Context: an optimization exercise on an open-source flow, tuned for small area. The choices shown serve that exercise and are no tape-out recipe.
The RTL was checked by simulation tests, not by an equivalence proof against the original design.
Power figures rest on the tool's default switching activity, not on a simulated workload.

==> v25: inputs <==
// z80
module z80 (
    input clk,
    input n_reset,
    input n_int,
    input n_nmi,
    input [7:0] din,
    output reg n_iorq,
    output reg n_halt,
    output reg n_m1,
    output reg n_mreq,
    output reg n_rd,
    output reg n_wr,
    output reg [15:0] addr,
    output reg [7:0] dout,
    output reg dout_en
);
wire cpu_n_halt;
wire cpu_n_halt_we;
wire cpu_n_iorq;
wire cpu_n_pmem;
wire cpu_n_m1;
wire cpu_n_mreq;
wire cpu_n_rd;
wire cpu_n_wr;
wire [15:0] cpu_addr;
wire [7:0] cpu_din;
wire [7:0] cpu_dout;
wire cpu_dout_en;
wire ext_n_mreq;
wire ext_n_rd;
wire ext_n_wr;
wire ipram_loaded;
always @(posedge clk or negedge n_reset) begin
    if (!n_reset) begin
        n_halt  <= 1'b1;
        n_iorq  <= 1'b1;
        n_m1    <= 1'b1;
        n_mreq  <= 1'b1;
        n_rd    <= 1'b1;
        n_wr    <= 1'b1;
        addr    <= 16'h0000;
        dout    <= 8'h00;
        dout_en <= 1'b0;
    end
    else begin
        if (cpu_n_halt_we)
            n_halt <= cpu_n_halt;
        n_iorq  <= cpu_n_iorq;
        n_m1    <= cpu_n_m1;
  ...
==> flow/config.mk <==
export PLATFORM = sky130hd
export DESIGN_NAME = z80
export DESIGN_NICKNAME = z80
export VERILOG_FILES = /design/flow/design.v
export SDC_FILE = /design/flow/constraint.sdc
export NUM_CORES = 4
export LEC_CHECK = 0
export CAP_MARGIN = 10
export CORE_MARGIN = 2
export CORE_UTILIZATION = 40
export SLEW_MARGIN = 10
==> flow/constraint.sdc <==
create_clock -name core_clock -period 12.0 [get_ports {clk}]
set_input_delay 2.4000 -clock core_clock [delete_from_list [all_inputs] [get_ports {clk}]]
set_output_delay 2.4000 -clock core_clock [all_outputs]
set_load 0.01 [all_outputs]
standard.sh (not shown) runs the stock make flow with config.mk's settings and CLKGATE_MAP_FILE= SYNTH_SCRIPT=/design/flow/synth_recipe.tcl, a recipe that flattens the netlist after the stock synthesis.
==> flow/flow/run.sh <==
#!/bin/bash
# Own layout flow: the standard ORFS flow, with one change in synthesis:
# the ABC technology-mapping script (flow/abc.script) replaces ORFS's
# abc_speed/abc_area script. Everything before and after ABC (including
# dfflibmap, so every register keeps its name and cell type) is the standard flow's
# standard synthesis (synth_recipe.tcl) unchanged.
set -euo pipefail
W=$PWD
F=$W/flow

# Synthesis script: synth_recipe.tcl with a hook, inserted after its first
# line, that points ABC at flow/abc.script.
{
  head -n 1 synth_recipe.tcl
  cat <<EOT
set ::own_abc_script {$F/abc.script}
proc own_abc_hook {args} {
  set i [lsearch -exact \$::abc_args -script]
  if {\$i >= 0 && [lindex \$::abc_args [expr {\$i + 1}]] ne \$::own_abc_script} {
    set ::abc_args [lreplace \$::abc_args [expr {\$i + 1}] [expr {\$i + 1}] \$::own_abc_script]
  }
}
trace add variable ::abc_args write own_abc_hook
EOT
  tail -n +2 synth_recipe.tcl
} > own_synth.tcl

sed "s#SYNTH_SCRIPT=[^ ]*#SYNTH_SCRIPT=$W/own_synth.tcl#" standard.sh > own_standard.sh
grep -q "SYNTH_SCRIPT=$W/own_synth.tcl" own_standard.sh

bash own_standard.sh synth > synth.log 2>&1
grep -q "own_abc_script\|$F/abc.script" orfs/logs/*/z80/base/1_2_yosys.log
bash own_standard.sh > layout.log 2>&1
test -s out/final.def
==> flow/flow/abc.script <==
strash
&get -n
&deepsyn -T 240
&put
dch -f
amap
topo
stime -c
==> v26 (differences from v25) <==
==> flow/run.sh (new file) <==
#!/bin/bash
# synth_recipe.tcl (not shown) runs the flow's synth.tcl, then flattens the netlist and writes it again
# the make line also repeats each setting of config.mk as NAME=value (left out here)
make -C /OpenROAD-flow-scripts/flow DESIGN_CONFIG=/design/flow/config.mk WORK_HOME=/design/flow/orfs CLKGATE_MAP_FILE= SYNTH_SCRIPT=/design/flow/synth_recipe.tcl finish
--- a/flow/config.mk
+++ b/flow/config.mk
@@ -5,6 +5,7 @@
 export SDC_FILE = /design/flow/constraint.sdc
 export NUM_CORES = 4
 export LEC_CHECK = 0
+export ABC_AREA = 1
 export CAP_MARGIN = 10
 export CORE_MARGIN = 2
 export CORE_UTILIZATION = 40
removed: flow/flow/run.sh
removed: flow/flow/abc.script
removed: flow/standard.sh
==> comparison <==
Against v25, the sequential share of layout area of v26 is lower by 3.8 points.
Sequential power: v25 is lower than v26 (about 3%).
Between v25 and v26, the lower register-to-register slack is in v25 (gap 380 ps).
Of v26 and v25, v25 has the higher hold slack (gap 4.4 ps).
In v25 the total power is lower than in v26, by about 8%.
Of v25 and v26, v26 has the higher setup slack (gap 380 ps).
Of v25 and v26, v26 has the higher design area (gap about 13%, measured against v26).
Of v26 and v25, v26 has the higher die area (gap 28%, measured against v25).

==> port drivers added, routing unchanged <==
No port has a modelled driver above. Below, the same layouts with a new extraction and two added sets of constraints. Step 1 assumes that a clkbuf_16 drives the clock port and a buf_2 every other input. Step 2 adds t to the input delays and takes it off the output delays; t is the mean of the earliest and latest rising clock arrival at the registers after step 1. Input paths then give back, and output paths get back, about the clock's delay inside the block. a / b / c = no drivers / after step 1 / after step 2; a / b = the first two.
run	t, ns	slack for setup (ns)	worst setup path after step 2
v25	0.672	0.366 / 0.366 / 0.366	register to register
v26	0.663	0.747 / 0.747 / 0.747	register to register
After both steps every run listed still meets setup and hold.
